This design comes from an exercise in tuning for small area, a short achievable clock period and few clock cycles on the open sky130 flow, not from production work.
RTL that was checked went through simulation tests only; none was proved equivalent to the original.
No activity file was given, so power comes from the tool's default toggle rates.

==> module circle, before the edit <==
module circle(
     input  logic       clk,
     input  logic       rst_n,
     input  logic [2:0] colour,
     input  logic [7:0] centre_x,
     input  logic [6:0] centre_y,
     input  logic [7:0] radius,
     input  logic       start,
     output logic       done,
     output logic [7:0] vga_x,
     output logic [6:0] vga_y,
     output logic [2:0] vga_colour,
     output logic       vga_plot
     );
     logic              busy;
     logic              prime;    
     logic [7:0]        ox, oy;
     logic signed [9:0] c;        
     logic [9:0]        e5;       
     logic [7:0]        rem;      
     logic [7:0]        cxr;      
     logic [6:0]        cyr;
     wire signed [9:0] cx = {2'b00, cxr};
     wire signed [9:0] cy = {3'b000, cyr};
     wire signed [9:0] sx = {2'b00, ox};
     wire signed [9:0] sy = {2'b00, oy};
     wire signed [9:0] xa = cx + sx;    
     wire signed [9:0] xb = cx - sx;    
     wire signed [9:0] xc = cx + sy;    
     wire signed [9:0] xd = cx - sy;    
     wire signed [9:0] ya = cy + sy;    
     wire signed [9:0] yb = cy - sy;    
     wire signed [9:0] yc = cy + sx;    
     wire signed [9:0] yd = cy - sx;    
     wire       dec = !c[9];             
     wire       dx  = dec & !prime;
     wire       dy  = !prime;
     function automatic le(input logic [9:0] a, input logic [9:0] b);
          logic r;
          r = 1'b1;
          for (int i = 0; i < 10; i++)
               if (i == 9) r = (a[i] & !b[i]) | (r & !(!a[i] & b[i]));
               else        r = (!a[i] & b[i]) | (r & !(a[i] & !b[i]));
          le = r;
     endfunction
     wire vxa = dx ? le(xa, 10'd160) : le(xa, 10'd159);
     wire vxb = dx ? (le(-10'd1, xb) && le(xb, 10'd158)) : (!xb[9] && le(xb, 10'd159));
     wire vxc = dy ? le(xc, 10'd158) : le(xc, 10'd159);
     wire vxd = dy ? (le(10'd1, xd) && le(xd, 10'd160)) : (!xd[9] && le(xd, 10'd159));
     wire vya = dy ? le(ya, 10'd118) : le(ya, 10'd119);
     wire vyb = dy ? (le(10'd1, yb) && le(yb, 10'd120)) : (!yb[9] && le(yb, 10'd119));
     wire vyc = dx ? le(yc, 10'd120) : le(yc, 10'd119);
     wire vyd = dx ? (le(-10'd1, yd) && le(yd, 10'd118)) : (!yd[9] && le(yd, 10'd119));
     wire       em1 = (e5 == 10'd3);        
     wire       em2 = (e5 == 10'd1);        
     wire       eneg = e5[9] || e5 < 10'd5;   
     wire       dg  = prime ? (e5 == 10'd5) : dec ? em2 : em1;
     wire       fin = !prime && (dec ? (!eneg || em1) : !eneg);
     wire [7:0] vis = { vxc & vyd, vxa & vyb, vxd & vyd, vxb & vyb,
                        vxd & vyc, vxb & vya, vxc & vyc, vxa & vya };
     wire [7:0] dup = ({8{prime}} & 8'b1101_1000) | ({8{dg}} & 8'b1010_1010);
     wire [7:0] vis_n = vis & ~dup;
     logic [7:0] sel;
     always_comb
          for (int i = 0; i < 8; i++)
               sel[i] = rem[i] && (i == 0 || (rem & ((8'd1 << i) - 8'd1)) == 8'd0);
     wire       adv = (rem & ~sel) == 8'd0;
     logic [7:0] px;
     logic [6:0] py;
     always_comb begin
          px = 8'd0;
          py = 7'd0;
          if (sel[0] | sel[6]) px = px | xa[7:0];
          if (sel[2] | sel[4]) px = px | xb[7:0];
          if (sel[1] | sel[7]) px = px | xc[7:0];
          if (sel[3] | sel[5]) px = px | xd[7:0];
          if (sel[0] | sel[2]) py = py | ya[6:0];
          if (sel[4] | sel[6]) py = py | yb[6:0];
          if (sel[1] | sel[3]) py = py | yc[6:0];
          if (sel[5] | sel[7]) py = py | yd[6:0];
     end
     wire       stp  = busy & adv & !prime;         
     wire       load = !busy & !done & start;
     wire [7:0] oy1 = oy + 8'd1;
     wire [9:0] c_d = c + e5;                   
     wire [9:0] c_s = c + {1'b0, oy1, 1'b1};    
     wire [7:0] ox_n = ox - {7'd0, stp & dec};
     wire [7:0] oy_n = oy + {7'd0, stp};
     wire [9:0] c_n  = !stp ? c : dec ? c_d : c_s;
     wire [9:0] e_s  = e5 + {7'd0, stp & dec, stp & !dec, 1'b0};
     always_ff @(posedge clk) begin
          cxr        <= centre_x;
          cyr        <= centre_y;
          vga_colour <= colour;
          vga_x      <= px;
          vga_y      <= py;
          rem        <= !busy ? 8'd0 : adv ? vis_n : rem & ~sel;
          ox         <= load ? radius : ox_n;
          oy         <= load ? 8'd0 : oy_n;
          c          <= load ? 10'd0 - {2'b00, radius} : c_n;
          e5         <= load ? 10'd5 - {2'b00, radius, 1'b0} : e_s;
          if (!rst_n) begin
               busy     <= 1'b0;
               done     <= 1'b0;
               vga_plot <= 1'b0;
          end else begin
               vga_plot <= busy & (|rem);
               if (busy) begin
                    if (adv) begin
                         prime <= 1'b0;
                         if (fin) begin
                              busy <= 1'b0;
                              done <= 1'b1;
                         end
                    end
               end else if (done) begin
                    if (!start) done <= 1'b0;
               end else if (start) begin
                    busy  <= 1'b1;
                    prime <= 1'b1;
               end
          end
     end
endmodule
Settings: LEC_CHECK=0, CAP_MARGIN=20, CORE_MARGIN=2, CORE_UTILIZATION=40, SETUP_SLACK_MARGIN=2.0, SLEW_MARGIN=20; clock period 5.0 ns.
run.sh (not shown) runs the stock make flow with config.mk's settings and CLKGATE_MAP_FILE= SYNTH_SCRIPT=/design/flow/synth_recipe.tcl, a recipe that flattens the netlist after the stock synthesis.
Testbench counts at the start, summed over its fixed seeds: cycles 121,943.
Rerun with:
--- a/flow/design.v
+++ b/flow/design.v
@@ -15,9 +15,9 @@
      logic              busy;
      logic              prime;    
      logic [7:0]        ox, oy;
      logic signed [9:0] c;        
-     logic [9:0]        e5;       
+     logic signed [8:0] e;        
      logic [7:0]        rem;      
      logic [7:0]        cxr;      
      logic [6:0]        cyr;
      wire signed [9:0] cx = {2'b00, cxr};
@@ -50,13 +50,13 @@
      wire vya = dy ? le(ya, 10'd118) : le(ya, 10'd119);
      wire vyb = dy ? (le(10'd1, yb) && le(yb, 10'd120)) : (!yb[9] && le(yb, 10'd119));
      wire vyc = dx ? le(yc, 10'd120) : le(yc, 10'd119);
      wire vyd = dx ? (le(-10'd1, yd) && le(yd, 10'd118)) : (!yd[9] && le(yd, 10'd119));
-     wire       em1 = (e5 == 10'd3);        
-     wire       em2 = (e5 == 10'd1);        
-     wire       eneg = e5[9] || e5 < 10'd5;   
-     wire       dg  = prime ? (e5 == 10'd5) : dec ? em2 : em1;
-     wire       fin = !prime && (dec ? (!eneg || em1) : !eneg);
+     wire signed [8:0] e_n = e + {7'd0, dec, !dec};
+     wire       em1 = (e == 9'h1ff);        
+     wire       em2 = (e == 9'h1fe);        
+     wire       dg  = prime ? (e == 9'd0) : dec ? em2 : em1;
+     wire       fin = !prime && (dec ? (!e[8] || em1) : !e[8]);
      wire [7:0] vis = { vxc & vyd, vxa & vyb, vxd & vyd, vxb & vyb,
                         vxd & vyc, vxb & vya, vxc & vyc, vxa & vya };
      wire [7:0] dup = ({8{prime}} & 8'b1101_1000) | ({8{dg}} & 8'b1010_1010);
      wire [7:0] vis_n = vis & ~dup;
@@ -80,15 +80,14 @@
           if (sel[5] | sel[7]) py = py | yd[6:0];
      end
      wire       stp  = busy & adv & !prime;         
      wire       load = !busy & !done & start;
-     wire [7:0] oy1 = oy + 8'd1;
-     wire [9:0] c_d = c + e5;                   
-     wire [9:0] c_s = c + {1'b0, oy1, 1'b1};    
+     wire [9:0] c_d = c + {e, 1'b1} + 10'd4;           
+     wire [9:0] c_s = c + {1'b0, oy, 1'b1} + 10'd2;    
      wire [7:0] ox_n = ox - {7'd0, stp & dec};
      wire [7:0] oy_n = oy + {7'd0, stp};
      wire [9:0] c_n  = !stp ? c : dec ? c_d : c_s;
-     wire [9:0] e_s  = e5 + {7'd0, stp & dec, stp & !dec, 1'b0};
+     wire [8:0] e_s  = e + {7'd0, stp & dec, stp & !dec};
      always_ff @(posedge clk) begin
           cxr        <= centre_x;
           cyr        <= centre_y;
           vga_colour <= colour;
@@ -97,9 +96,9 @@
           rem        <= !busy ? 8'd0 : adv ? vis_n : rem & ~sel;
           ox         <= load ? radius : ox_n;
           oy         <= load ? 8'd0 : oy_n;
           c          <= load ? 10'd0 - {2'b00, radius} : c_n;
-          e5         <= load ? 10'd5 - {2'b00, radius, 1'b0} : e_s;
+          e          <= load ? 9'd0 - {1'b0, radius} : e_s;
           if (!rst_n) begin
                busy     <= 1'b0;
                done     <= 1'b0;
                vga_plot <= 1'b0;
After rerunning: The new run went through all stages and came out clean. Count of clock-buffer cells in the layout grows by 1. Power grows by 16%. Cell area grows by 6.0%. Via count grows by 3.9%. Clock power shrinks by 3.5%. Fmax shrinks by 3.8%.
No functional check of the RTL was part of the second run of this note.


## run H
The RTL this note starts from:
==> flow/design.v <==
module circle(
     input  logic       clk,
     input  logic       rst_n,
     input  logic [2:0] colour,
     input  logic [7:0] centre_x,
     input  logic [6:0] centre_y,
     input  logic [7:0] radius,
     input  logic       start,
     output logic       done,
     output logic [7:0] vga_x,
     output logic [6:0] vga_y,
     output logic [2:0] vga_colour,
     output logic       vga_plot
     );
     logic              busy;
     logic              prime;    
     logic [7:0]        ox, oy;
     logic signed [9:0] c;        
     logic [9:0]        e5;       
     logic [7:0]        rem;      
     logic [7:0]        cxr;      
     logic [6:0]        cyr;
     wire signed [9:0] cx = {2'b00, cxr};
     wire signed [9:0] cy = {3'b000, cyr};
     wire signed [9:0] sx = {2'b00, ox};
     wire signed [9:0] sy = {2'b00, oy};
     wire signed [9:0] xa = cx + sx;    
     wire signed [9:0] xb = cx - sx;    
     wire signed [9:0] xc = cx + sy;    
     wire signed [9:0] xd = cx - sy;    
     wire signed [9:0] ya = cy + sy;    
     wire signed [9:0] yb = cy - sy;    
     wire signed [9:0] yc = cy + sx;    
     wire signed [9:0] yd = cy - sx;    
     wire       dec = !c[9];             
     wire       dx  = dec & !prime;
     wire       dy  = !prime;
     function automatic le(input logic [9:0] a, input logic [9:0] b);
          logic r;
          r = 1'b1;
          for (int i = 0; i < 10; i++)
               if (i == 9) r = (a[i] & !b[i]) | (r & !(!a[i] & b[i]));
               else        r = (!a[i] & b[i]) | (r & !(a[i] & !b[i]));
          le = r;
     endfunction
     wire vxa = dx ? le(xa, 10'd160) : le(xa, 10'd159);
     wire vxb = dx ? (le(-10'd1, xb) && le(xb, 10'd158)) : (!xb[9] && le(xb, 10'd159));
     wire vxc = dy ? le(xc, 10'd158) : le(xc, 10'd159);
     wire vxd = dy ? (le(10'd1, xd) && le(xd, 10'd160)) : (!xd[9] && le(xd, 10'd159));
     wire vya = dy ? le(ya, 10'd118) : le(ya, 10'd119);
     wire vyb = dy ? (le(10'd1, yb) && le(yb, 10'd120)) : (!yb[9] && le(yb, 10'd119));
     wire vyc = dx ? le(yc, 10'd120) : le(yc, 10'd119);
     wire vyd = dx ? (le(-10'd1, yd) && le(yd, 10'd118)) : (!yd[9] && le(yd, 10'd119));
     wire       em1 = (e5 == 10'd3);        
     wire       em2 = (e5 == 10'd1);        
     wire       eneg = e5[9] || e5 < 10'd5;   
     wire       dg  = prime ? (e5 == 10'd5) : dec ? em2 : em1;
     wire       fin = !prime && (dec ? (!eneg || em1) : !eneg);
     wire [7:0] vis = { vxc & vyd, vxa & vyb, vxd & vyd, vxb & vyb,
                        vxd & vyc, vxb & vya, vxc & vyc, vxa & vya };
     wire [7:0] dup = ({8{prime}} & 8'b1101_1000) | ({8{dg}} & 8'b1010_1010);
     wire [7:0] vis_n = vis & ~dup;
     logic [7:0] sel;
     always_comb
          for (int i = 0; i < 8; i++)
               sel[i] = rem[i] && (i == 0 || (rem & ((8'd1 << i) - 8'd1)) == 8'd0);
     wire       adv = (rem & ~sel) == 8'd0;
     logic [7:0] px;
     logic [6:0] py;
     always_comb begin
          px = 8'd0;
          py = 7'd0;
          if (sel[0] | sel[6]) px = px | xa[7:0];
          if (sel[2] | sel[4]) px = px | xb[7:0];
          if (sel[1] | sel[7]) px = px | xc[7:0];
          if (sel[3] | sel[5]) px = px | xd[7:0];
          if (sel[0] | sel[2]) py = py | ya[6:0];
          if (sel[4] | sel[6]) py = py | yb[6:0];
          if (sel[1] | sel[3]) py = py | yc[6:0];
          if (sel[5] | sel[7]) py = py | yd[6:0];
     end
     wire       stp  = busy & adv & !prime;         
     wire       load = !busy & !done & start;
     wire [7:0] oy1 = oy + 8'd1;
     wire [9:0] c_d = c + e5;                   
     wire [9:0] c_s = c + {1'b0, oy1, 1'b1};    
     wire [7:0] ox_n = ox - {7'd0, stp & dec};
     wire [7:0] oy_n = oy + {7'd0, stp};
     wire [9:0] c_n  = !stp ? c : dec ? c_d : c_s;
     wire [9:0] e_s  = e5 + {7'd0, stp & dec, stp & !dec, 1'b0};
     always_ff @(posedge clk) begin
          cxr        <= centre_x;
          cyr        <= centre_y;
          vga_colour <= colour;
          vga_x      <= px;
          vga_y      <= py;
          rem        <= !busy ? 8'd0 : adv ? vis_n : rem & ~sel;
          ox         <= load ? radius : ox_n;
          oy         <= load ? 8'd0 : oy_n;
          c          <= load ? 10'd0 - {2'b00, radius} : c_n;
          e5         <= load ? 10'd5 - {2'b00, radius, 1'b0} : e_s;
          if (!rst_n) begin
               busy     <= 1'b0;
               done     <= 1'b0;
               vga_plot <= 1'b0;
          end else begin
               vga_plot <= busy & (|rem);
               if (busy) begin
                    if (adv) begin
                         prime <= 1'b0;
                         if (fin) begin
                              busy <= 1'b0;
                              done <= 1'b1;
                         end
                    end
               end else if (done) begin
                    if (!start) done <= 1'b0;
               end else if (start) begin
                    busy  <= 1'b1;
                    prime <= 1'b1;
               end
          end
     end
endmodule
clock: 5.0 ns
lec_check: 0
abc_area: 1
cap_margin: 20
core_margin: 2
core_utilization: 40
cts_buf_list: sky130_fd_sc_hd__clkbuf_4 sky130_fd_sc_hd__clkbuf_8
setup_slack_margin: 2.4
slew_margin: 20
tns_end_percent: 30
standard.sh (not shown) runs the stock make flow with config.mk's settings and CLKGATE_MAP_FILE= SYNTH_SCRIPT=/design/flow/synth_recipe.tcl, a recipe that flattens the netlist after the stock synthesis.
==> flow/flow/run.sh <==
#!/bin/bash
# The standard layout, with the ports buffered by a small plain buffer
# instead of the delay buffer that buffer_ports picks by default.
set -e
cp standard.sh standard_sh.txt
export BUFFER_PORTS_ARGS="-buffer_cell sky130_fd_sc_hd__buf_2"
bash standard.sh > standard.log 2>&1
Run H: full flow OK, the timing, DRC and antenna checks passed
Testbench counts of run H, summed over its fixed seeds: cycles 121,943.
### run H -> run B
--- a/flow/design.v
+++ b/flow/design.v
@@ -14,7 +14,8 @@
      );
      logic              busy;
      logic              prime;    
-     logic [7:0]        ox, oy;
+     logic [7:0]        ox;
+     logic signed [8:0] oy;
      logic signed [9:0] c;        
      logic [9:0]        e5;       
      logic [7:0]        rem;      
@@ -23,7 +24,7 @@
      wire signed [9:0] cx = {2'b00, cxr};
      wire signed [9:0] cy = {3'b000, cyr};
      wire signed [9:0] sx = {2'b00, ox};
-     wire signed [9:0] sy = {2'b00, oy};
+     wire signed [9:0] sy = {oy[8], oy};
      wire signed [9:0] xa = cx + sx;    
      wire signed [9:0] xb = cx - sx;    
      wire signed [9:0] xc = cx + sy;    
@@ -33,29 +34,27 @@
      wire signed [9:0] yc = cy + sx;    
      wire signed [9:0] yd = cy - sx;    
      wire       dec = !c[9];             
-     wire       dx  = dec & !prime;
-     wire       dy  = !prime;
+     wire       dx  = dec;
      function automatic le(input logic [9:0] a, input logic [9:0] b);
           logic r;
           r = 1'b1;
           for (int i = 0; i < 10; i++)
-               if (i == 9) r = (a[i] & !b[i]) | (r & !(!a[i] & b[i]));
-               else        r = (!a[i] & b[i]) | (r & !(a[i] & !b[i]));
+               r = (!a[i] & b[i]) | (r & !(a[i] & !b[i]));
           le = r;
      endfunction
      wire vxa = dx ? le(xa, 10'd160) : le(xa, 10'd159);
-     wire vxb = dx ? (le(-10'd1, xb) && le(xb, 10'd158)) : (!xb[9] && le(xb, 10'd159));
-     wire vxc = dy ? le(xc, 10'd158) : le(xc, 10'd159);
-     wire vxd = dy ? (le(10'd1, xd) && le(xd, 10'd160)) : (!xd[9] && le(xd, 10'd159));
-     wire vya = dy ? le(ya, 10'd118) : le(ya, 10'd119);
-     wire vyb = dy ? (le(10'd1, yb) && le(yb, 10'd120)) : (!yb[9] && le(yb, 10'd119));
+     wire vxb = dx ? (le(xb, 10'd158) || xb == 10'h3ff) : le(xb, 10'd159);
+     wire vxc = le(xc, 10'd158) || xc == 10'h3ff;
+     wire vxd = le(xd, 10'd160) && xd != 10'd0;
+     wire vya = le(ya, 10'd118) || ya == 10'h3ff;
+     wire vyb = le(yb, 10'd120) && yb != 10'd0;
      wire vyc = dx ? le(yc, 10'd120) : le(yc, 10'd119);
-     wire vyd = dx ? (le(-10'd1, yd) && le(yd, 10'd118)) : (!yd[9] && le(yd, 10'd119));
+     wire vyd = dx ? (le(yd, 10'd118) || yd == 10'h3ff) : le(yd, 10'd119);
      wire       em1 = (e5 == 10'd3);        
      wire       em2 = (e5 == 10'd1);        
      wire       eneg = e5[9] || e5 < 10'd5;   
-     wire       dg  = prime ? (e5 == 10'd5) : dec ? em2 : em1;
-     wire       fin = !prime && (dec ? (!eneg || em1) : !eneg);
+     wire       dg  = dec ? em2 : em1;
+     wire       fin = dec ? (!eneg || em1) : !eneg;
      wire [7:0] vis = { vxc & vyd, vxa & vyb, vxd & vyd, vxb & vyb,
                         vxd & vyc, vxb & vya, vxc & vyc, vxa & vya };
      wire [7:0] dup = ({8{prime}} & 8'b1101_1000) | ({8{dg}} & 8'b1010_1010);
@@ -79,13 +78,15 @@
           if (sel[1] | sel[3]) py = py | yc[6:0];
           if (sel[5] | sel[7]) py = py | yd[6:0];
      end
-     wire       stp  = busy & adv & !prime;         
+     wire       stp  = busy & adv;                  
      wire       load = !busy & !done & start;
-     wire [7:0] oy1 = oy + 8'd1;
      wire [9:0] c_d = c + e5;                   
-     wire [9:0] c_s = c + {1'b0, oy1, 1'b1};    
+     wire [9:0] o2  = {oy, 1'b1};
+     wire [9:0] c_t = c ^ o2 ^ 10'd2;
+     wire [9:0] c_u = {(c[8:0] & o2[8:0]) | ((c[8:0] | o2[8:0]) & 9'd2), 1'b0};
+     wire [9:0] c_s = c_t + c_u;
      wire [7:0] ox_n = ox - {7'd0, stp & dec};
-     wire [7:0] oy_n = oy + {7'd0, stp};
+     wire [8:0] oy_n = oy + {8'd0, stp};
      wire [9:0] c_n  = !stp ? c : dec ? c_d : c_s;
      wire [9:0] e_s  = e5 + {7'd0, stp & dec, stp & !dec, 1'b0};
      always_ff @(posedge clk) begin
@@ -96,9 +97,9 @@
           vga_y      <= py;
           rem        <= !busy ? 8'd0 : adv ? vis_n : rem & ~sel;
           ox         <= load ? radius : ox_n;
-          oy         <= load ? 8'd0 : oy_n;
-          c          <= load ? 10'd0 - {2'b00, radius} : c_n;
-          e5         <= load ? 10'd5 - {2'b00, radius, 1'b0} : e_s;
+          oy         <= load ? 9'h1ff : oy_n;
+          c          <= load ? ~{2'b00, radius} : c_n;
+          e5         <= load ? 10'd3 - {1'b0, radius, 1'b0} : e_s;
           if (!rst_n) begin
                busy     <= 1'b0;
                done     <= 1'b0;
## What came out
The final layout from run B, which completed every stage, passed the timing, DRC and antenna checks at the end of the flow. [compare] base=run H new=run B: via count of the first global-routing pass went up by about 3.4%; number of filler instances in the final layout up 125; sequential share of cell area lower; number of sinks on the clock net rose 1.3%. Fraction of the core area covered by cells at the end of the flow: run B and run H compared, lower one is run B.
For run B, only the layout was checked, not whether the RTL still works.

==> static timing again, ports no longer ideal <==
In the flow no input, the clock included, has a driving cell. The finished layouts below were timed again as built, in two steps. Step 1 (the two cells are an assumption about what drives the block):
set clk [get_ports {clk}]
set_driving_cell -lib_cell sky130_fd_sc_hd__clkbuf_16 $clk
set_driving_cell -lib_cell sky130_fd_sc_hd__buf_2 [delete_from_list [all_inputs] $clk]
Step 2 times the ports against the registers' clock, not the clock port: input delays grow and output delays shrink by t, the midpoint of the rising clock arrivals with the driver on. Slacks: no drivers / after step 1 / after step 2; pairs: no drivers / after step 1.
run | shift t [ns] | slack for setup (ns) | hold WS [ns] | slew at the worst register clock pin (ns) | worst slew at a driven data input, ns
the first run of note 1 | 0.399 | 2.128 / 2.128 / 2.035 | 0.523 / 0.523 / 0.523 | 0.07 / 0.07 | 0.04
the second run of note 1 | 0.401 | 2.014 / 2.014 / 1.873 | 0.557 / 0.557 / 0.557 | 0.07 / 0.07 | 0.03
run H | 0.423 | 2.497 / 2.497 / 2.459 | 0.503 / 0.503 / 0.503 | 0.10 / 0.10 | 0.03
run B | 0.426 | 2.471 / 2.471 / 2.471 | 0.534 / 0.534 / 0.534 | 0.10 / 0.10 | 0.03
After both steps every run listed still meets setup and hold. The setup slack of the second run of note 1, which loses most, moves by 0.000 ns with the drivers and by -0.141 ns with both steps.
